This design comes from an exercise in tuning for small area on the open sky130 flow, not from production work. Only simulation tests tie the RTL to the original design; equivalence was not proved. No activity file was given, so power comes from the tool's default toggle rates.

## flow/design.v (module list and top-level ports; edited modules follow where they fit)
// module mc6809i: 1931 lines
module mc6809i
#(
    parameter ILLEGAL_INSTRUCTIONS="GHOST"
)
(
    input   [7:0]  D,
    output  [7:0]  DOut,
    output  [15:0] ADDR,
    output  RnW,
    input   CLK_ROOT,
    input   CE_E_FALL,
    input   CE_Q_FALL,
    output  BS,
    output  BA,
    input   nIRQ,
    input   nFIRQ,
    input   nNMI,
    output  AVMA,
    output  BUSY,
    output  LIC,
    input   nHALT,
    input   nRESET,
    input   nDMABREQ,
    output  [111:0] RegData
);
  // ...
==> flow/run.sh <==
#!/bin/bash
# synth_recipe.tcl (not shown) runs the flow's synth.tcl, then flattens the netlist and writes it again
# the make line also repeats each setting of config.mk as NAME=value (left out here)
make -C /OpenROAD-flow-scripts/flow DESIGN_CONFIG=/design/flow/config.mk WORK_HOME=/design/flow/orfs CLKGATE_MAP_FILE= SYNTH_SCRIPT=/design/flow/synth_recipe.tcl finish
==> flow/config.mk <==
export PLATFORM = sky130hd
export DESIGN_NAME = mc6809i
export DESIGN_NICKNAME = mc6809i
export VERILOG_FILES = /design/flow/design.v
export SDC_FILE = /design/flow/constraint.sdc
export NUM_CORES = 8
export LEC_CHECK = 0
export ABC_AREA = 1
export CAP_MARGIN = 20
export CORE_MARGIN = 2
export CORE_UTILIZATION = 40
export SLEW_MARGIN = 20
==> flow/constraint.sdc <==
create_clock -name core_clock -period 10.0 [get_ports {CLK_ROOT}]
set_input_delay 2.0000 -clock core_clock [delete_from_list [all_inputs] [get_ports {CLK_ROOT}]]
set_output_delay 2.0000 -clock core_clock [all_outputs]
set_load 0.01 [all_outputs]
==> metrics list, run 1 <==
- Proportion of cell area spent on the clock network: 0.02292
- Worst hold path stage count: 0
- The H-tree was split into 4 levels.
- After layout, the minimum clock period comes to 9.378 ns.
- Power spread over the standard cell area amounts to 331.2 nW/um2.
* Proportion of power drawn by flip-flops and latches: 0.136
- The worst setup path is captured at a flip-flop.
- In this run, post-CTS repair resized a total of 0 instances.
* Detailed route wirelength on metal2: 56090 um
- In the synthesized netlist the async set-or-reset flop fraction comes to 0.
* Post-synthesis cell type count: 74
- Multi-input gate share of total cell area: 0.5529
- Maximum vdd drop: 0.4189 mV
- Counting the fill cells in the layout gives 6080.
- Largest net degree at the start of global routing: 48
- Compared with the post-synthesis result, the final layout area differs by 14.03%.
- Signal routing reaches up to met5.
- Top fanout value on the critical path: 13
- Number of buffers created by CTS: 17
- The critical path ends at cc[2]$_SDFFCE_PP0P_.
- In this run the vertical extent of the chip is 242.2 um.
* Result of the run: complete, no violations
- DP HPWL: 112000 um
- Routability-driven placement finished with a final weighted congestion of 1.131.
* Dpl cells: 4381
==> run 2, diff against run 1 <==
--- a/flow/design.v
+++ b/flow/design.v
@@ -35,18 +35,18 @@
 reg     [7:0]   cc;
 reg     [15:0]  tmp;
 reg     [15:0]  ea;
 reg     [7:0]   Inst1;
 reg     [7:0]   Inst2;
 reg             InstPage2;
 reg             InstPage3;
 reg     [5:0]   CpuState;
-reg     [1:0]   NextState;       
-reg     [2:0]   IntType;         
+wire    [1:0]   NextState = tmp[12:11];      
+wire    [2:0]   IntType   = tmp[10:8];       
 reg             PcPending;       
 reg     NMIMask;
 reg     NMILatched;
 reg     NMISample;
 reg     NMISample2;
 reg     IRQLatched;
 reg     IRQSample;
 reg     IRQSample2;
@@ -182,23 +182,25 @@
 localparam TYPE_INDEXED    =  3'd4;
 localparam TYPE_EXTENDED   =  3'd5;
 localparam TYPE_INVALID    =  3'd7;
 reg [2:0] AddrModeType;
 always @(*)
 begin
     casez (Inst1)
     8'b0000????: AddrModeType = TYPE_DIRECT;
-    8'b0001????:
-        casez (lo)
-        4'b0010, 4'b0011, 4'b1001, 4'b1101: AddrModeType = TYPE_INHERENT;
-        4'b0110, 4'b0111:                   AddrModeType = TYPE_RELATIVE;
-        4'b1010, 4'b1100, 4'b1110, 4'b1111: AddrModeType = TYPE_IMMEDIATE;
-        default:                            AddrModeType = TYPE_INVALID;
-        endcase
+    8'b0001????:     
+        if ((lo == 4'h2) || (lo == 4'h3) || (lo == 4'h9) || (lo == 4'hD))
+            AddrModeType = TYPE_INHERENT;
+        else if ((lo == 4'h6) || (lo == 4'h7))
+            AddrModeType = TYPE_RELATIVE;
+        else if ((lo == 4'hA) || (lo == 4'hC) || (lo == 4'hE) || (lo == 4'hF))
+            AddrModeType = TYPE_IMMEDIATE;
+        else
+            AddrModeType = TYPE_INVALID;
     8'b0010????: AddrModeType = TYPE_RELATIVE;
     8'b0011????:
         casez (lo)
         4'b00??:                            AddrModeType = TYPE_INDEXED;
         4'b01??:                            AddrModeType = TYPE_IMMEDIATE;
         4'b1001, 4'b101?, 4'b1100, 4'b1101, 4'b1111: AddrModeType = TYPE_INHERENT;
         default:                            AddrModeType = TYPE_INVALID;
         endcase
@@ -320,29 +322,18 @@
             default: TakeBranch = ~((cc[CC_N_BIT] ^ cc[CC_V_BIT]) | cc[CC_Z_BIT]);
         endcase
     if (!((Inst1 == 8'h8D) || (Inst1 == 8'h17) || (Inst1 == 8'h16)) && lo[0])
         TakeBranch = ~TakeBranch;
 end
 wire [3:0] IndexedMode     = Inst2[7] ? Inst2[3:0] : 4'd7;
 wire       IndexedIndirect = Inst2[7] & Inst2[4];
 wire       IndexedPC       = Inst2[7] & (Inst2[3:1] == 3'b110);    
-reg  [3:0] idx_code;
-always @(*)
-begin
-    if (IndexedPC)
-        idx_code = 4'd5;
-    else
-        case (Inst2[6:5])
-            2'b00:   idx_code = 4'd1;
-            2'b01:   idx_code = 4'd2;
-            2'b10:   idx_code = 4'd3;
-            default: idx_code = 4'd4;
-        endcase
-end
+wire [3:0] idx_code = IndexedPC ? 4'd5 :
+                      {1'b0, Inst2[6] & Inst2[5], Inst2[6] ^ Inst2[5], ~Inst2[5]};
 function [16:0] radd16(input [15:0] p, input [15:0] q, input ci);
     integer i, k;
     reg [15:0] pp, gg;
     reg [3:0] bp, bg;
     reg [4:0] bc;
     reg c;
     begin
         pp = p ^ q;
@@ -616,31 +607,33 @@
 localparam AU_DEC   = 2'd1;
 localparam AU_INC2  = 2'd2;
 reg         rst_regs;        
 reg         pc_inc_we;       
 reg         pc_r16_we;       
 reg         pc_hi_d, pc_lo_d;
 reg         ea_r16_we, ea_xop_we, ea_dir_we, ea_hi_d, ea_lo_d;
 reg  [3:0]  wr16_code;       
+reg         wr16_step;       
 reg  [3:0]  wrhd_code;       
 reg  [3:0]  wrld_code;       
 reg         tfr_we;          
 reg  [3:0]  tdest;
 reg         tmp_r16;         
 reg  [1:0]  au_we;           
 reg         exg_scmp;        
-reg         a_alu, b_alu, a_sex, a_eight, b_shr, a_d, b_d, dp_d;
-reg         ea_mul_init, ea_mul_shift;
+reg         a_alu, b_alu, b_eight, a_shr, a_d, b_d, dp_d;
+reg         ea_mul_shift;
 reg         cc_alu8, cc_alu16, cc_d, cc_andd, cc_ord, cc_cwai, cc_mulf;
 reg  [1:0]  f16_mode;        
 reg         cc_set_e, cc_clr_e, cc_set_i, cc_set_f;
 reg  [15:0] tmp_nxt;
 reg  [1:0]  NextState_nxt;
 reg  [2:0]  IntType_nxt;
+reg         ns_we, it_we;
 reg         inst1_we, inst2_we;
 reg         InstPage2_nxt, InstPage3_nxt;
 wire        stk_u  = tmp[14];
 function [3:0] tcode(input [3:0] c);
     tcode = ((c[2:0] == 3'd6) | (c[2:0] == 3'd7) | (c[3] & c[2])) ? 4'd15 : c;
 endfunction
 wire        exg_swap_i  = (Inst2[7:4] == 4'd4) | (Inst2[3:0] == 4'd5);
 wire [3:0]  exg_p_i     = exg_swap_i ? Inst2[3:0] : Inst2[7:4];
@@ -668,37 +661,39 @@
     dout_hi = 1'b0;
     alu_op = ALU8Op;
     alu_asel = IsTargetRegA ? 2'd0 : 2'd1;
     alu_bsel = 2'd0;
     alu_daa = 1'b0;
     rst_regs = 1'b0;
     pc_inc_we = 1'b0; pc_r16_we = 1'b0; pc_hi_d = 1'b0; pc_lo_d = 1'b0;
     ea_r16_we = 1'b0; ea_xop_we = 1'b0; ea_dir_we = 1'b0; ea_hi_d = 1'b0; ea_lo_d = 1'b0;
-    wr16_code = 4'd15; wrhd_code = 4'd15; wrld_code = 4'd15;
+    wr16_code = 4'd15; wrhd_code = 4'd15; wrld_code = 4'd15; wr16_step = 1'b0;
     tfr_we = 1'b0; tdest = 4'd15; tmp_r16 = 1'b0; au_we = 2'd0; exg_scmp = 1'b0;
-    a_alu = 1'b0; b_alu = 1'b0; a_sex = 1'b0; a_eight = 1'b0; b_shr = 1'b0; a_d = 1'b0; b_d = 1'b0; dp_d = 1'b0;
-    ea_mul_init = 1'b0; ea_mul_shift = 1'b0;
+    a_alu = 1'b0; b_alu = 1'b0; b_eight = 1'b0; a_shr = 1'b0; a_d = 1'b0; b_d = 1'b0; dp_d = 1'b0;
+    ea_mul_shift = 1'b0;
     cc_alu8 = 1'b0; cc_alu16 = 1'b0; cc_d = 1'b0; cc_andd = 1'b0; cc_ord = 1'b0; cc_cwai = 1'b0; cc_mulf = 1'b0;
     f16_mode = 2'd2;
     cc_set_e = 1'b0; cc_clr_e = 1'b0; cc_set_i = 1'b0; cc_set_f = 1'b0;
     tmp_nxt = tmp;
     NextState_nxt = NextState;
     IntType_nxt = IntType;
+    ns_we = 1'b0;
+    it_we = 1'b0;
     inst1_we = 1'b0; inst2_we = 1'b0;
     InstPage2_nxt = InstPage2;
     InstPage3_nxt = InstPage3;
     case (CpuState)
     S_RESET:
     begin
         rst_regs = 1'b1;
         tfr_we = PcPending;
         tdest = 4'd5;
         xsel = Inst1[0] ? tcode(Inst2[7:4]) : tcode(exg_q_i);
-        IntType_nxt = INT_RST;
+        IntType_nxt = INT_RST; it_we = 1'b1;
         CpuState_nxt = S_VEC_HI;
     end
     S_FETCH_I1:
     begin
         addr_sel = AS_BASE; au_sel = AU_PC;
         if (~DMABREQLatched)
         begin
             rAVMA = 1'b0;
@@ -718,27 +713,27 @@
         end
         else
         begin
             inst1_we = 1'b1;
             InstPage2_nxt = 1'b0;
             InstPage3_nxt = 1'b0;
             if (NMILatched == 1'b0)
             begin
-                IntType_nxt = INT_NMI;
+                IntType_nxt = INT_NMI; it_we = 1'b1;
                 CpuState_nxt = S_INT_START;
             end
             else if ((FIRQLatched == 1'b0) && (cc[CC_F_BIT] == 1'b0))
             begin
-                IntType_nxt = INT_FIRQ;
+                IntType_nxt = INT_FIRQ; it_we = 1'b1;
                 CpuState_nxt = S_INT_START;
             end
             else if ((IRQLatched == 1'b0) && (cc[CC_I_BIT] == 1'b0))
             begin
-                IntType_nxt = INT_IRQ;
+                IntType_nxt = INT_IRQ; it_we = 1'b1;
                 CpuState_nxt = S_INT_START;
             end
             else
             begin
                 pc_inc_we = 1'b1;
                 if (mapped_is10)
                 begin
                     InstPage2_nxt = 1'b1;
@@ -814,44 +809,49 @@
                 else if (Inst1 == 8'h13)     
                 begin
                     CpuState_nxt = S_SYNC;
                     rLIC = 1'b1;
                     rAVMA = 1'b0;
                 end
                 else if (Inst1 == 8'h3D)     
                 begin
-                    tmp_nxt = 16'h0000;
-                    ea_mul_init = 1'b1;
-                    a_eight = 1'b1;
+                    tmp_nxt = 16'h0000;      
+                    xsel = 4'd15;            
+                    ysel = Y_B;              
+                    ea_r16_we = 1'b1;        
+                    b_eight = 1'b1;
                     rAVMA = 1'b0;
                     CpuState_nxt = S_MUL_ACTION;
                 end
                 else if (Inst1 == 8'h39)     
                 begin
                     CpuState_nxt = S_RTS_HI;
                 end
                 else if (Inst1 == 8'h3B)     
                 begin
                     tmp_nxt = 16'h1001;
                     CpuState_nxt = S_PUL_ACTION;
-                    NextState_nxt = NS_FETCH;
                 end
                 else if (Inst1 == 8'h3F)     
                 begin
-                    IntType_nxt = InstPage2 ? INT_SWI2 : INT_SWI;
+                    IntType_nxt = InstPage2 ? INT_SWI2 : INT_SWI; it_we = 1'b1;
                     CpuState_nxt = S_INT_START;
                 end
                 else if (Inst1 == 8'h3C)     
-                begin
+                begin                        
+                    cc_andd = 1'b1;
+                    cc_set_e = 1'b1;
                     CpuState_nxt = S_CWAI;
                 end
                 else if (Inst1 == 8'h1D)     
                 begin
-                    a_sex = 1'b1;
+                    xsel = 4'd15;
+                    ysel = Y_SB;
+                    wr16_code = 4'd0;
                     rLIC = 1'b1;
                 end
                 else if (Inst1 == 8'h3A)     
                 begin
                     xsel = 4'd1;
                     ysel = Y_B;
                     wr16_code = 4'd1;
                     rAVMA = 1'b0;
@@ -878,17 +878,17 @@
                     begin
                         cc_ord = 1'b1;
                         CpuState_nxt = S_CC_DONTCARE;
                     end
                     else if (hi3)                
                     begin
                         tmp_nxt = {1'b0, Inst1[1], 6'b000000, D};
                         rAVMA = 1'b0;
-                        NextState_nxt = NS_FETCH;
+                        NextState_nxt = NS_FETCH; ns_we = 1'b1;
                         CpuState_nxt = S_PP_DC1;
                     end
                     else                         
                     begin
                         rAVMA = 1'b0;
                         CpuState_nxt = Inst1[0] ? S_TFR_DC1 : S_EXG_DC0;
                     end
                 end
@@ -1284,41 +1284,45 @@
             4'd11:           
             begin
                 ysel = Y_AB;
                 ea_r16_we = 1'b1;
                 CpuState_nxt = S_IDX_DOFF_DC1;
             end
             4'd0:            
             begin
+                wr16_step = 1'b1;
                 cin = 1'b1;
                 ea_xop_we = 1'b1;
                 wr16_code = idx_code;
                 rAVMA = 1'b0;
                 CpuState_nxt = S_IDX_16OFF_DC2;
             end
             4'd1:            
             begin
+                wr16_step = 1'b1;
                 ysel = Y_ONE;
                 cin = 1'b1;
                 ea_xop_we = 1'b1;
                 wr16_code = idx_code;
                 rAVMA = 1'b0;
                 CpuState_nxt = S_IDX_16OFF_DC0;
             end
             4'd2:            
             begin
+                wr16_step = 1'b1;
                 yinv = 1'b1;
                 ea_r16_we = 1'b1;
                 wr16_code = idx_code;
                 rAVMA = 1'b0;
                 CpuState_nxt = S_IDX_16OFF_DC2;
             end
             4'd3:            
             begin
+                wr16_step = 1'b1;
                 ysel = Y_ONE;
                 yinv = 1'b1;
                 ea_r16_we = 1'b1;
                 wr16_code = idx_code;
                 CpuState_nxt = S_IDX_16OFF_DC0;
             end
             4'd9, 4'd13:     
             begin
@@ -1420,26 +1424,26 @@
         ysel = Y_TD;
         ea_r16_we = 1'b1;
         rAVMA = 1'b0;
         CpuState_nxt = S_JMPCHK;
     end
     S_MUL_ACTION:
     begin
         rAVMA = 1'b0;
-        if (a != 8'h00)      
+        if (b != 8'h00)      
         begin
             xsel = 4'd6;
             ysel = Y_TMP;
-            tmp_r16 = b[0];
+            tmp_r16 = a[0];
             ea_mul_shift = 1'b1;
-            b_shr = 1'b1;
+            a_shr = 1'b1;
             alu_op = ALUOP_DEC;
-            alu_asel = 2'd0;
-            a_alu = 1'b1;
+            alu_asel = 2'd1;
+            b_alu = 1'b1;
         end
         else
         begin
             xsel = 4'd15;
             ysel = Y_TMP;
             wr16_code = 4'd0;
             cc_mulf = 1'b1;
             rLIC = 1'b1;
@@ -1573,38 +1577,36 @@
             if (tmp[15]) tmp_nxt[6] = 1'b0;
         end
         else if (tmp[7])
         begin
             if (tmp[15]) wrld_code = 4'd5; else wrhd_code = 4'd5;
             tmp_nxt[15] = ~tmp[15];
             if (tmp[15]) tmp_nxt[7] = 1'b0;
         end
-        else
+        else                 
         begin
-            if (NextState == NS_FETCH)
-                rLIC = 1'b1;
-            else
-                rAVMA = 1'b0;
-            CpuState_nxt = ns_state;
+            rLIC = 1'b1;
+            CpuState_nxt = S_FETCH_I1;
         end
     end
     S_INT_START:
     begin
         addr_sel = AS_BASE; au_sel = AU_PC;
-        NextState_nxt = NS_IRQ;
+        NextState_nxt = NS_IRQ; ns_we = 1'b1;
         CpuState_nxt = S_PSHI;
+        tmp_nxt[15:13] = {2'b00, (IntType != INT_SWI) & (IntType != INT_SWI2)};
         if (IntType == INT_FIRQ)
         begin
-            tmp_nxt = 16'h2081;
+            tmp_nxt[7:0] = 8'h81;
             cc_clr_e = 1'b1;
         end
         else
         begin
-            tmp_nxt = ((IntType == INT_NMI) | (IntType == INT_IRQ)) ? 16'h20FF : 16'h00FF;
+            tmp_nxt[7:0] = 8'hFF;
             cc_set_e = 1'b1;
         end
         if (IntType == INT_NMI)
             rAVMA = 1'b0;
     end
     S_PSHI:
         CpuState_nxt = S_PSH_ACTION;
     S_IRQ_DONTCARE2:
@@ -1670,82 +1672,92 @@
         rBA = 1'b1;
         rLIC = 1'b1;
         if (HALTSample2)
             CpuState_nxt = S_BUS_EXIT;
     end
     S_CWAI:
     begin
         addr_sel = AS_BASE; au_sel = AU_PC;
-        cc_cwai = 1'b1;
         tmp_nxt = 16'h00FF;
-        NextState_nxt = NS_CWAI;
+        NextState_nxt = NS_CWAI; ns_we = 1'b1;
         rAVMA = 1'b0;
         CpuState_nxt = S_PSHI;
     end
     S_CWAI_POST:
     begin
         rAVMA = 1'b0;
         if (NMILatched == 1'b0)
         begin
             rAVMA = 1'b1;
-            IntType_nxt = INT_NMI;
+            IntType_nxt = INT_NMI; it_we = 1'b1;
             cc_set_f = 1'b1;
             cc_set_i = 1'b1;
             CpuState_nxt = S_VEC_HI;
         end
         else if ((FIRQLatched == 1'b0) && (cc[CC_F_BIT] == 1'b0))
         begin
             rAVMA = 1'b1;
             cc_set_f = 1'b1;
             cc_set_i = 1'b1;
-            IntType_nxt = INT_FIRQ;
+            IntType_nxt = INT_FIRQ; it_we = 1'b1;
             CpuState_nxt = S_VEC_HI;
         end
         else if ((IRQLatched == 1'b0) && (cc[CC_I_BIT] == 1'b0))
         begin
             rAVMA = 1'b1;
             cc_set_i = 1'b1;
-            IntType_nxt = INT_IRQ;
+            IntType_nxt = INT_IRQ; it_we = 1'b1;
             CpuState_nxt = S_VEC_HI;
         end
     end
     default:
         CpuState_nxt = S_FETCH_I1;
     endcase
+    if (ns_we) tmp_nxt[12:11] = NextState_nxt;
+    if (it_we) tmp_nxt[10:8]  = IntType_nxt;
 end
 reg [15:0] au_base;
 always @(*)
 begin
     case (au_sel)
         AU_PC:   au_base = pc;
         AU_EA:   au_base = ea;
         AU_S:    au_base = s;
         default: au_base = u;
     endcase
 end
 reg [15:0] au_r;
 always @(*)
 begin : au_incdec
     integer i;
     reg c;
+    reg [15:0] t;
+    reg [3:0] bc;
     if (au_mode == AU_INC2)
     begin
         au_r[0] = au_base[0];
         c = 1'b1;
     end
     else
     begin
         au_r[0] = ~au_base[0];
         c = au_base[0] ^ au_mode[0];
     end
+    t = au_base ^ {16{au_mode[0]}};
+    bc[0] = c;
+    bc[1] = c & t[1] & t[2] & t[3];
+    bc[2] = bc[1] & t[4] & t[5] & t[6] & t[7];
+    bc[3] = bc[2] & t[8] & t[9] & t[10] & t[11];
     for (i = 1; i < 16; i = i + 1)
     begin
+        if (i == 4 || i == 8 || i == 12)
+            c = bc[i / 4];
         au_r[i] = au_base[i] ^ c;
-        c = c & (au_base[i] ^ au_mode[0]);
+        c = c & t[i];
     end
 end
 reg [15:0] addr_out;
 always @(*)
 begin
     case (addr_sel)
         AS_BASE:  addr_out = au_base;
         AS_AU:    addr_out = au_r;
@@ -1768,25 +1780,24 @@
 wire t_s  = tfr_we & (tdest == 4'd4);
 wire t_pc = tfr_we & (tdest == 4'd5);
 wire t_cc = tfr_we & (tdest == 4'd10);
 wire t_dp = tfr_we & (tdest == 4'd11);
 reg [7:0] a_n, b_n, dp_n, cc_n;
 always @(*)
 begin
     if (rst_regs)                       a_n = 8'h00;
-    else if (a_eight)                   a_n = 8'h08;
+    else if (a_shr)                     a_n = {1'b0, a[7:1]};
     else if (t_a)                       a_n = t_d ? r16[15:8] : r16[7:0];
     else if (wr16_code == 4'd0)         a_n = r16[15:8];
     else if (a_alu)                     a_n = r8;
-    else if (a_sex)                     a_n = {8{b[7]}};
     else if (a_d | (wrhd_code == 4'd0)) a_n = D;
     else                                a_n = a;
     if (rst_regs)                       b_n = 8'h00;
-    else if (b_shr)                     b_n = {1'b0, b[7:1]};
+    else if (b_eight)                   b_n = 8'h08;
     else if (t_b)                       b_n = r16[7:0];
     else if (wr16_code == 4'd0)         b_n = r16[7:0];
     else if (b_alu)                     b_n = r8;
     else if (b_d | (wrld_code == 4'd0)) b_n = D;
     else                                b_n = b;
     if (rst_regs)                       dp_n = 8'h00;
     else if (t_dp)                      dp_n = r16[7:0];
     else if (dp_d)                      dp_n = D;
@@ -1804,17 +1815,16 @@
             cc_n[CC_V_BIT] = (f16_mode[1]) ? 1'b0 : v16;
             if (f16_mode == 2'd0) cc_n[CC_C_BIT] = ~c16;
             if (f16_mode == 2'd1) cc_n[CC_C_BIT] = c16;
         end
     end
     else if (cc_d)                      cc_n = D;
     else if (cc_andd)                   cc_n = cc & D;
     else if (cc_ord)                    cc_n = cc | D;
-    else if (cc_cwai)                   cc_n = {1'b1, cc[6:0] & Inst2[6:0]};
     else if (cc_mulf)
     begin
         cc_n[CC_Z_BIT] = z16;
         cc_n[CC_C_BIT] = tmp[7];
     end
     if (cc_set_e) cc_n[CC_E_BIT] = 1'b1;
     if (cc_clr_e) cc_n[CC_E_BIT] = 1'b0;
     if (cc_set_i) cc_n[CC_I_BIT] = 1'b1;
@@ -1851,28 +1861,29 @@
 always @(*)
 begin
     ea_n = ea;
     if (ea_r16_we)         ea_n = r16;
     else if (ea_xop_we)    ea_n = xop;
     else if (ea_dir_we)    ea_n = {dp, D};
     else if (ea_hi_d)      ea_n[15:8] = D;
     else if (ea_lo_d)      ea_n[7:0] = D;
-    else if (ea_mul_init)  ea_n = {8'h00, a};
     else if (ea_mul_shift) ea_n = {ea[14:0], 1'b0};
 end
 wire [15:0] tmp_n = tmp_r16 ? r16 : tmp_nxt;
 wire tfrexg_pc_d = IsSpecialImmediate & hi1 & Inst1[2] & Inst1[1] &
                    ((D[3:0] == 4'd5) | (~Inst1[0] & (D[7:4] == 4'd5)));
 wire PcPending_nxt = (CpuState == S_FETCH_I2) ? tfrexg_pc_d :
                      ((CpuState == S_RESET) | (CpuState == S_TFR_DC1) | (CpuState == S_EXG_DC1)) ? 1'b0 :
                      PcPending;
-wire s_r16 = t_s | (wr16_code == 4'd4) | exg_scmp;
+wire s_r16 = t_s | ((wr16_code == 4'd4) & ~wr16_step) | exg_scmp;
+wire [15:0] s_load = xop | yop;
 wire s_deferred = (CpuState == S_TFR_DC1) | (CpuState == S_EXG_DC0);
-wire s_changes = (s_r16 & (r16 != s)) |
+wire s_changes = (s_r16 & (s_load != s)) |
+                 ((wr16_code == 4'd4) & wr16_step) |
                  au_we[1] |
                  ((wrhd_code == 4'd4) & (D != s[15:8])) |
                  ((wrld_code == 4'd4) & (D != s[7:0]));
 always @(posedge CLK_ROOT)
 begin
     if (CE_Q_FALL) begin
         NMISample <= nNMI;
         IRQSample <= nIRQ;
@@ -1896,33 +1907,31 @@
         FIRQLatched <= FIRQSample2;
         HALTSample2 <= HALTSample;
         HALTLatched <= HALTSample2;
         DMABREQSample2 <= DMABREQSample;
         DMABREQLatched <= DMABREQSample2;
         if (rnRESET == 1'b1)
         begin
             CpuState <= CpuState_nxt;
-            NextState <= NextState_nxt;
             a <= a_n;
             b <= b_n;
             x <= x_n[15:0];
             y <= y_n[15:0];
             s <= s_n[15:0];
             u <= u_n[15:0];
             cc <= cc_n;
             dp <= dp_n;
             pc <= pc_n;
             tmp <= tmp_n;
             ea <= ea_n;
             if (inst1_we) Inst1 <= MappedInstruction;
             if (inst2_we) Inst2 <= D;
             InstPage2 <= InstPage2_nxt;
             InstPage3 <= InstPage3_nxt;
-            IntType <= IntType_nxt;
             PcPending <= PcPending_nxt;
             if (s_changes && (CpuState != S_RESET))
                 NMIMask <= 1'b0;
         end
         else
         begin
             CpuState <= S_RESET;
             NMIMask <= 1'b1;
==> flow/flow/run.sh (new file) <==
#!/bin/bash
set -euo pipefail
WORK=$(cd "$(dirname "$0")/.." && pwd)
rm -rf "$WORK/orfs_scripts"
cp -r "$FLOW_HOME/scripts" "$WORK/orfs_scripts"
cp "$WORK/flow/abc_area.script" "$WORK/orfs_scripts/abc_area.script"
bash "$WORK/standard.sh" SCRIPTS_DIR="$WORK/orfs_scripts" finish > "$WORK/standard.log" 2>&1
==> flow/flow/abc_area.script (new file) <==
strash
&get -n
&deepsyn -T 120
&put
dch -f
amap -m
topo
==> flow/standard.sh (new file) <==
#!/bin/bash
# synth_recipe.tcl (not shown) runs the flow's synth.tcl, then flattens the netlist and writes it again
# the make line also repeats each setting of config.mk as NAME=value (left out here)
make -C /OpenROAD-flow-scripts/flow DESIGN_CONFIG=/design/flow/config.mk WORK_HOME=/design/flow/orfs CLKGATE_MAP_FILE= SYNTH_SCRIPT=/design/flow/synth_recipe.tcl "${@:-finish}"
--- a/flow/config.mk
+++ b/flow/config.mk
@@ -4,9 +4,11 @@
 export VERILOG_FILES = /design/flow/design.v
 export SDC_FILE = /design/flow/constraint.sdc
 export NUM_CORES = 8
 export LEC_CHECK = 0
 export ABC_AREA = 1
 export CAP_MARGIN = 20
 export CORE_MARGIN = 2
 export CORE_UTILIZATION = 40
+export GPL_TIMING_DRIVEN = 0
+export SETUP_SLACK_MARGIN = 0.7
 export SLEW_MARGIN = 20
removed: flow/run.sh
==> metrics list, run 2 <==
* Data arrival time of the critical path: 9.88 ns (was 9.64 ns)
* First-pass GRT wire length: 166900 um (was 200400 um)
- CTS tree: done (unchanged)
- The starting density of the core came to 0.4064 (was 0.4033).
- Switching pwr: 3.385 mW (was 5.494 mW)
* Wirelength, routed: 122300 um (was 144000 um)
* Commonest non-fill, non-tap cell in the layout: sky130_fd_sc_hd__nor2_1 (was sky130_fd_sc_hd__nand2_1)
- Cell type of the slowest stage on the worst timing path: sky130_fd_sc_hd__fa_1 (was sky130_fd_sc_hd__nor2_1)
- Buffer type at the clock tree root: sky130_fd_sc_hd__clkbuf_16 (unchanged)
- The count of distinct cell types in the synthesized netlist is 51 (was 74).
- Max capacitance violation total: 0 (unchanged)
- Count of flip-flops with a built-in enable after synthesis: 186 (was 191)
- Antenna violations before repair: 5 (was 7)
- The maximum number of pins on one net before global-route repair is 24 (was 48).
* Worst Clk Skew: 0.02035 ns (was 0.02524 ns)
- The final worst-path setup slack came to 0.4623 ns (was 0.6225 ns).
* Cell taking the most area after synthesis: sky130_fd_sc_hd__edfxtp_1 (unchanged)
- The number of warning messages in the yosys log came to 1 (unchanged).
- Num ports: 159 (unchanged)
- The worst slack at placement came to -3.027 ns (was 0.9953 ns).
- Overall power of the completed layout: 5.966 mW (was 8.572 mW)
- Number of global-route vias before repair: 22.59k (was 27.13k)
* Area of the placeable core: 44410 um2 (was 56280 um2)
- Overall die area: 46840 um2 (was 58660 um2)
* Most frequent cells in the layout: sky130_fd_sc_hd__nor2_1 (435), sky130_fd_sc_hd__clkinv_1 (349), sky130_fd_sc_hd__o22ai_1 (197) (was sky130_fd_sc_hd__nand2_1 (679), sky130_fd_sc_hd__inv_1 (495), sky130_fd_sc_hd__nor2_1 (427))
* Worst-margin pin slew: 1.285 ns (was 1.214 ns)
- The deepest level of the CTS H-tree was 4 (unchanged).
- The achievable clock frequency was 0.1048 GHz (was 0.1066 GHz).
* Top fanout value on the critical path: 23 (was 13)
* Final hold vios: 0 (unchanged)
* Number of synthesized register bits: 186 (was 194)
- The final RePlAce weighted congestion is 1.121 (was 1.131).
* Row count: 77 (was 87)
- The wire length per cell is 36.97 um (was 32.59 um).
* Proportion of power drawn by flip-flops and latches: 0.175 (was 0.136)
- The total routing resource utilization after global routing is 0.5056 (was 0.4757).
* Post-Synthesis Cells: 2446 (was 3518)
- TritonCTS Sinks: 186 (was 194)
* Cell family with the largest share of critical-path delay: simple AND/OR/NAND/NOR gates (unchanged)
- The cell area after synthesis was 18050 um2 (was 22700 um2).
- The maximum resistive drop on vdd is 0.1981 mV (was 0.4189 mV).
* Asr flop ratio synth: 0 (unchanged)
- The final setup violation count is 0 (unchanged).
* Number of DRC markers in iteration 0: 5050 (was 5653)
- The count of hold buffers inserted by post-cts repair came to 0 (unchanged).
* Total iterations of the first detailed-routing run: 12 (was 9)
- Crit Path Category: reg2reg (unchanged)
- The net count of the mapped netlist was 2548 (was 3607).
- The count of buffering cells on the critical path with inverters included was 11 (was 8).
* Area growth from synthesis to final layout: 24.93% (was 14.03%)
* Source-to-sink clock delay at the later pin of the worst-skew pair: 0.53 ns (was 0.54 ns)
- Clock-pin slew reported for the worst setup and hold paths after clock tree synthesis: 0.08 ns (about the same)
* Number of buffers created by CTS: 17 (unchanged)
- The top cell type's share of synthesized area came to 0.3094 (was 0.2527).
- Startpoint kind of the worst setup timing path: flip-flop (unchanged)
* Type of the worst min-delay path: reg2reg (unchanged)
* Dominant register cell in the synthesized netlist: sky130_fd_sc_hd__edfxtp_1 (unchanged)
- The design area is 22550 um2 (was 25880 um2).
- The part of the total power dissipated in the clock network is 0.132 (was 0.089).
- Setup slack on the worst flop-to-flop path: 0.46 ns (was 0.62 ns)
* Data required time at the worst endpoint: 10.34 ns (was 10.26 ns)
- Hold_ws: 0.4233 ns (was 0.4277 ns)
- Main area contributors after synthesis: sky130_fd_sc_hd__edfxtp_1 (31%), sky130_fd_sc_hd__nor2_1 (9.8%), sky130_fd_sc_hd__clkinv_1 (8.3%), sky130_fd_sc_hd__o22ai_1 (7.1%), sky130_fd_sc_hd__o21ai_0 (5.1%) (was sky130_fd_sc_hd__edfxtp_1 (25%), sky130_fd_sc_hd__nand2_1 (11%), sky130_fd_sc_hd__inv_1 (8.2%), sky130_fd_sc_hd__nor2_1 (7.1%), sky130_fd_sc_hd__o21ai_0 (6.6%)).
- Cell types with the highest counts after synthesis: sky130_fd_sc_hd__nor2_1 (469), sky130_fd_sc_hd__clkinv_1 (400), sky130_fd_sc_hd__o22ai_1 (205) (was sky130_fd_sc_hd__nand2_1 (679), sky130_fd_sc_hd__inv_1 (495), sky130_fd_sc_hd__nor2_1 (428)).
- The number of placed instances, taps included came to 3214 (was 4381).
- The post-DP HPWL came to 91760 um (was 112000 um).
- Slew headroom: 0.1408 (was 0.1854)
* Final std cells w/o fill: 3309 (was 4419)
* Synth Area per Inst: 7.380 um2 (was 6.452 um2)
- The total number of nets in the final design is 2803 (was 3733).
- Final routed DRC violation total: 0 (unchanged)
* Cell seen most often among critical-path stages: sky130_fd_sc_hd__clkinv_1 (was sky130_fd_sc_hd__nor2_1)
- The port buffer count came to 158 (unchanged).
- Delay of the slowest critical-path stage: 0.56 ns (was 0.61 ns)
- The count of final max-slew check failures was 0 (unchanged).
- Unrepaired setup endpoints after global routing: true (was false)
* Final cell utilization of the core: 0.5078 (was 0.4599)
* Setup total negative slack: 0 ns (unchanged)
- The internal power of the cells is 2.580 mW (was 3.078 mW).
- Result of the run: complete, no violations (unchanged)
- Most common cell in the netlist: sky130_fd_sc_hd__nor2_1 (was sky130_fd_sc_hd__nand2_1)
* Fill cell count: 4421 (was 6080)
* CP endpoint kind: flip-flop (unchanged)
- The clock period minus worst slack is 9.538 ns (was 9.378 ns).
- Relative contribution of combinational cells to total power: 0.693 (was 0.775)
- The maximum clock path buffer count was 2 (unchanged).
- The remaining number of nets flagged by the antenna check after routing was 0 (unchanged).
- The y dimension of the die was 216.4 um (was 242.2 um).
* Share of final-layout standard cells stronger than drive strength 1: 0.1066 (was 0.06645)
* Mean number of vias per cell: 7.510 (was 6.667)
* Sequential fraction of the synthesis area: 0.3094 (was 0.2553)
- The width of the die came to 216.4 um (was 242.2 um).
* Final critical-path share of the clock period: 0.9538 (was 0.9378)
* Count of vias placed by the detailed router: 24.85k (was 29.46k)
- The total global routing overflow came to 0 (unchanged).
* Placed Instance Area: 20600 um2 (was 25270 um2)
- The power per cell area came to 264.5 nW/um2 (was 331.2 nW/um2).
* Static Leak: 7.458 nW (was 11.18 nW)
- Net switching fraction of the power: 0.5675 (was 0.6409)
run 2: cell types whose count changed after synthesis, sizes merged, moves of 95 or more:
cell / previous run / this run
o21ai: 340 / 185
clkbuf: 95 / 0
nand2: 705 / 127
o22ai: 58 / 205
clkinv: 11 / 400
nand3: 174 / 52
inv: 535 / 0
run 2: cell type report:
cell class                      instances  area (um2)  share of cell area
Timing Repair Buffer                  235        2135             0.09465
Clock inverter                         12       188.9            0.008378
Multi-Input combinational cell       1857       11810              0.5238
Tap cell                              592       740.7             0.03285
Clock buffer                           18       429.2             0.01903
Antenna cell                            5       12.51           0.0005548
Buffer                                  4       15.01           0.0006658
Sequential cell                       186        5585              0.2477
Inverter                              400        1633             0.07240
run 2: metal layers:
metal | global-route usage | up-vias | routed length, um
met5 | 0.008333 | - | 202
met4 | 0.3075 | 10 | 9756
met3 | 0.2483 | 652 | 21650
met2 | 0.6876 | 2621 | 46800
met1 | 0.6361 | 11710 | 43940
li1 | - | 9859 | -
run 2: timing repair:
action	CTS	global route
gates cloned	1	0
pin swaps	12	15
setup buffers	36	22
resized for setup	157	75
setup endpoints to repair	158	36
run 2: logic make-up (layout without fill, tap and decap cells):
group	after synthesis	in the layout	synth area share
adder cells (fa/ha/maj)	85	85	0.06640
AO/OA/AOI/OAI	931	931	0.3412
buffers and inverters	404	669	0.08401
other	0	5	0
flip-flops	186	186	0.3094
AND/OR/NAND/NOR	840	841	0.1990
run 2: final timing paths:
kind | start | endpoint | cells after the start
worst min register to register | DMABREQSample$_DFFE_PP_ | DMABREQSample2$_DFFE_PP_ | 0
worst min-delay path | DMABREQSample$_DFFE_PP_ | DMABREQSample2$_DFFE_PP_ | 0
worst max register to register | CpuState[5]$_SDFFCE_PN0P_ | cc[2]$_SDFFCE_PP0P_ | 38
worst max-delay path | CpuState[5]$_SDFFCE_PN0P_ | cc[2]$_SDFFCE_PP0P_ | 38
run 2: worst reg2reg max path: cells and delay by family, from the launching register on:
kind                     cells  cell delay, ns
AO/OA/AOI/OAI               10            1.41
adder cells (fa/ha/maj)      4            1.67
AND/OR/NAND/NOR             13            3.43
buffers and inverters       11            2.40
flip-flops                   1            0.45
run 2: power by group through the flow:
stage	sequential, mW	combinational (mW)	clock (mW)
3_3_place_gp	1.08	3.38	0
4_1_cts	1.03	3.66	0.777
5_1_grt	1.04	4.13	0.796
2_1_floorplan	1.05	1.77	0
6_report	1.04	4.14	0.786
3_5_place_dp	1.08	3.44	0
==> run 3, diff against run 2 <==
--- a/flow/config.mk
+++ b/flow/config.mk
@@ -10,5 +10,5 @@
 export CORE_MARGIN = 2
 export CORE_UTILIZATION = 40
 export GPL_TIMING_DRIVEN = 0
-export SETUP_SLACK_MARGIN = 0.7
+export SETUP_SLACK_MARGIN = 0.45
 export SLEW_MARGIN = 20
==> metrics list, run 3 <==
- The via count of the first global-routing pass came to 22.60k (was 22.59k).
* Nets: 2804 (was 2803)
- The clock tree root buffer cell is sky130_fd_sc_hd__clkbuf_16 (unchanged).
* Slew headroom: 0.1509 (was 0.1408)
* Buf/Inv on CP: 8 (was 11)
- The reg-to-reg setup timing slack came to 0.49 ns (was 0.46 ns).
- The final hold violation count came to 0 (unchanged).
- CP endpoint kind: flip-flop (unchanged)
- Unrepaired setup endpoints after global routing: true (unchanged)
- CTS tree: done (unchanged)
- The violation count after the first detailed-route iteration was 5059 (was 5050).
- Main area contributors after synthesis: sky130_fd_sc_hd__edfxtp_1 (31%), sky130_fd_sc_hd__nor2_1 (9.8%), sky130_fd_sc_hd__clkinv_1 (8.3%), sky130_fd_sc_hd__o22ai_1 (7.1%), sky130_fd_sc_hd__o21ai_0 (5.1%) (unchanged)
- Top routing layer in use: met5 (unchanged)
- Fmax achieved: 0.1052 GHz (was 0.1048 GHz)
- The final RePlAce weighted congestion was 1.158 (was 1.121).
- Result of the run: complete, no violations (unchanged)
- Most common cell in the netlist: sky130_fd_sc_hd__nor2_1 (unchanged)
- Num ports: 159 (unchanged)
* Count of input and output buffers: 158 (unchanged)
- The data required time at the worst endpoint is 10.33 ns (was 10.34 ns).
- The leading cell type in the layout, fill and taps excluded is sky130_fd_sc_hd__nor2_1 (unchanged).
- The post-synthesis instance total is 2446 (unchanged).
- The total routing resource utilization after global routing was 0.5006 (was 0.5056).
- Worst Clk Skew: 0.01330 ns (was 0.02035 ns)
- The family of cells with the greatest summed delay on the critical path is simple AND/OR/NAND/NOR gates (unchanged).
- DP HPWL: 91290 um (was 91760 um)
* Count of flip-flops with a built-in enable after synthesis: 186 (unchanged)
- Max Buffers Root-to-Sink: 2 (unchanged)
* Data arrival time of the critical path: 9.84 ns (was 9.88 ns)
* Count of vias placed by the detailed router: 24.93k (was 24.85k)
* Overall power of the completed layout: 5.798 mW (was 5.966 mW)
- The sequential element share of the synthesized area came to 0.3094 (unchanged).
- The maximum number of pins on one net before global-route repair was 24 (unchanged).
* Source-to-sink clock delay at the later pin of the worst-skew pair: 0.52 ns (was 0.53 ns)
- Antenna violations before repair: 10 (was 5)
- Crit Path Category: reg2reg (unchanged)
- The y dimension of the die is 216.4 um (unchanged).
- Post-synthesis cell type count: 51 (unchanged)
- Total of hold buffers inserted after clock tree synthesis: 0 (unchanged)
* Area of the placeable core: 44410 um2 (unchanged)
- Die Wd: 216.4 um (unchanged)
- Wire length per cell after detailed routing: 36.48 um (was 36.97 um)
- Cell types with the highest counts after synthesis: sky130_fd_sc_hd__nor2_1 (469), sky130_fd_sc_hd__clkinv_1 (400), sky130_fd_sc_hd__o22ai_1 (205) (unchanged).
- Most frequent cells in the layout: sky130_fd_sc_hd__nor2_1 (442), sky130_fd_sc_hd__clkinv_1 (359), sky130_fd_sc_hd__o22ai_1 (199) (was sky130_fd_sc_hd__nor2_1 (435), sky130_fd_sc_hd__clkinv_1 (349), sky130_fd_sc_hd__o22ai_1 (197)).
* First-pass GRT wire length: 166500 um (was 166900 um)
* Static Leak: 7.385 nW (was 7.458 nW)
- Wire length the detailed router placed on met1: 43130 um (was 43940 um)
- The slowest cell on the critical path was sky130_fd_sc_hd__fa_1 (unchanged).
- The power per cell area was 259.1 nW/um2 (was 264.5 nW/um2).
- The flip-flop and latch count after synthesis came to 186 (unchanged).
* Final worst-path setup slack: 0.4950 ns (was 0.4623 ns)
- Critical Path Start: CpuState[4]$_SDFFCE_PN0P_ (was CpuState[5]$_SDFFCE_PN0P_)
* Final setup vio count: 0 (unchanged)
* Final cell area excluding filler cells: 22370 um2 (was 22550 um2)
- The number of warning messages in the yosys log came to 1 (unchanged).
* Reg2Reg Launch Point: CpuState[4]$_SDFFCE_PN0P_ (was CpuState[5]$_SDFFCE_PN0P_)
- Cell taking the most area after synthesis: sky130_fd_sc_hd__edfxtp_1 (unchanged)
- The flip-flop cell with the highest count after synthesis is sky130_fd_sc_hd__edfxtp_1 (unchanged).
* Synth Area per Inst: 7.380 um2 (unchanged)
- Worst setup timing slack at the placement stage: -2.892 ns (was -3.027 ns)
- Overall die area: 46840 um2 (unchanged)
- Area share of the largest cell type after synthesis: 0.3094 (unchanged)
- The maximum resistive drop on vdd came to 0.1757 mV (was 0.1981 mV).
* Startpoint kind of the worst setup timing path: flip-flop (unchanged)
- Final routed DRC violation total: 0 (unchanged)
- The clock period minus worst slack was 9.505 ns (was 9.538 ns).
- Count of final max-slew check failures: 0 (unchanged)
* Effective utilization at floorplan: 0.4064 (unchanged)
- Delay of the slowest critical-path stage: 1.27 ns (was 0.56 ns)
- The post-detailed-placement cell area is 20630 um2 (was 20600 um2).
- The number of search-and-repair iterations in the first detailed-routing pass was 12 (unchanged).
- Fill cell count: 4461 (was 4421)
- The net count of the mapped netlist was 2548 (unchanged).
* Final cell utilization of the core: 0.5037 (was 0.5078)
- The met2 routed wirelength was 45540 um (was 46800 um).
* TritonCTS Sinks: 186 (unchanged)
* Post-DRT Antenna Nets: 0 (unchanged)
- The clock edge transition at the registers on the reported setup and hold paths came to 0.08 ns (about the same).
* Top fanout value on the critical path: 10 (was 23)
- The fraction of registers with async set/reset is 0 (unchanged).
* Mean number of vias per cell: 7.526 (was 7.510)
- Wirelength, routed: 120800 um (was 122300 um)
* Row count: 77 (unchanged)
- The share of the cycle needed by the critical path after routing came to 0.9505 (was 0.9538).
- Remaining global-route overflow: 0 (unchanged)
- Type of the worst min-delay path: reg2reg (unchanged)
- Hold path start: DMABREQSample$_DFFE_PP_ (unchanged)
* Number of buffers created by CTS: 17 (unchanged)
* Share of final-layout standard cells stronger than drive strength 1: 0.09687 (was 0.1066)
- CTS H-Tree Depth: 4 (unchanged)
- Area growth from synthesis to final layout: 23.94% (was 24.93%)
- Cell area after synthesis: 18050 um2 (unchanged)
* Worst-margin pin slew: 1.266 ns (was 1.285 ns)
- The met3 wire length is 21180 um (was 21650 um).
- Max capacitance violation total: 0 (unchanged)
-- run 3: layout make-up --
| type | instances | area (um2) | area share |
|---|---|---|---|
| Inverter | 400 | 1593 | 0.07119 |
| Antenna cell | 5 | 12.51 | 0.0005593 |
| Buffer | 4 | 15.01 | 0.0006711 |
| Clock inverter | 14 | 127.6 | 0.005704 |
| Sequential cell | 186 | 5585 | 0.2497 |
| Tap cell | 592 | 740.7 | 0.03311 |
| Clock buffer | 18 | 429.2 | 0.01918 |
| Multi-Input combinational cell | 1857 | 11680 | 0.5221 |
| Timing Repair Buffer | 236 | 2188 | 0.09781 |
-- run 3: routing by layer --
metal | vias to the layer above | track usage
li1 | 9866 | -
met1 | 11781 | 0.6353
met2 | 2576 | 0.6739
met3 | 684 | 0.2278
met4 | 19 | 0.3306
met5 | - | 0.02396
-- run 3: what timing repair did --
| action | in CTS | in global routing |
|---|---|---|
| pin swaps | 12 | 9 |
| buffers inserted | 41 | 16 |
| gates cloned | 1 | 0 |
| gates resized for setup | 112 | 80 |
| setup endpoints to repair | 154 | 41 |
-- run 3: path summary, 6_finish.rpt --
| check | end | cells after the start |
|---|---|---|
| max reg2reg | cc[2]$_SDFFCE_PP0P_ | 36 |
| min reg2reg | DMABREQSample2$_DFFE_PP_ | 0 |
| min | DMABREQSample2$_DFFE_PP_ | 0 |
| max | cc[2]$_SDFFCE_PP0P_ | 36 |
-- run 3: report_power, final --
part / internal, mW / switching, mW
clock: 0.328 / 0.368
sequential: 0.973 / 0.0706
combinational: 1.14 / 2.92
-- run 3: kinds of logic (layout without fill, tap and decap cells) --
family,Yosys count,count (layout),share of synthesized area
AOI/OAI and AO/OA,931,931,0.3412
adders and majority gates,85,85,0.06640
buffers and inverters,404,672,0.08401
DFF,186,186,0.3094
other,0,5,0
and+or+nand+nor,840,841,0.1990
-- run 3: metrics by stage --
step | setup TNS [ns] | cells | hold WS (ns)
2_1_floorplan | 0 | 2446 | 0.4003
3_3_place_gp | -525.78 | 3196 | 0.4118
3_5_place_dp | -127.78 | 3216 | 0.4126
4_1_cts | 0 | 3290 | 0.4300
5_1_grt | 0 | 3307 | 0.4449
6_report | 0 | 3312 | 0.4255
-- run 3: worst reg2reg max path, delay by kind of cell (launching register included) --
kind,cells,cell delay (ns)
and+or+nand+nor,14,3.84
adders and majority gates,2,1.56
buffers and inverters,8,1.19
AOI/OAI and AO/OA,12,2.27
DFF,1,0.46

[port drivers added, routing unchanged]
In the flow no input, the clock included, has a driving cell. The finished layouts below were timed again as built, in two steps.
Step 1, drivers: a clkbuf_16 drives CLK_ROOT and a buf_2 each remaining input, both assumed.
Step 2, shift: input delay + t, output delay - t, t = (earliest + latest rising clock arrival at the registers) / 2. This alone moves slack from input paths to output paths.
a / b / c = no drivers / after step 1 / after step 2; a / b = the first two.
| run | t (ns) | setup slack, ns | hold WS [ns] |
|---|---|---|---|
| run 1 | 0.591 | 0.622 / 0.622 / 0.622 | 0.428 / 0.428 / 0.428 |
| run 2 | 0.577 | 0.462 / 0.462 / 0.178 | 0.423 / 0.423 / 0.423 |
| run 3 | 0.565 | 0.495 / 0.476 / 0.209 | 0.425 / 0.425 / 0.425 |
After both steps every run listed still meets setup and hold. For run 3, which loses most, drivers alone change the setup slack by -0.019 ns; drivers and shift together by -0.286 ns.
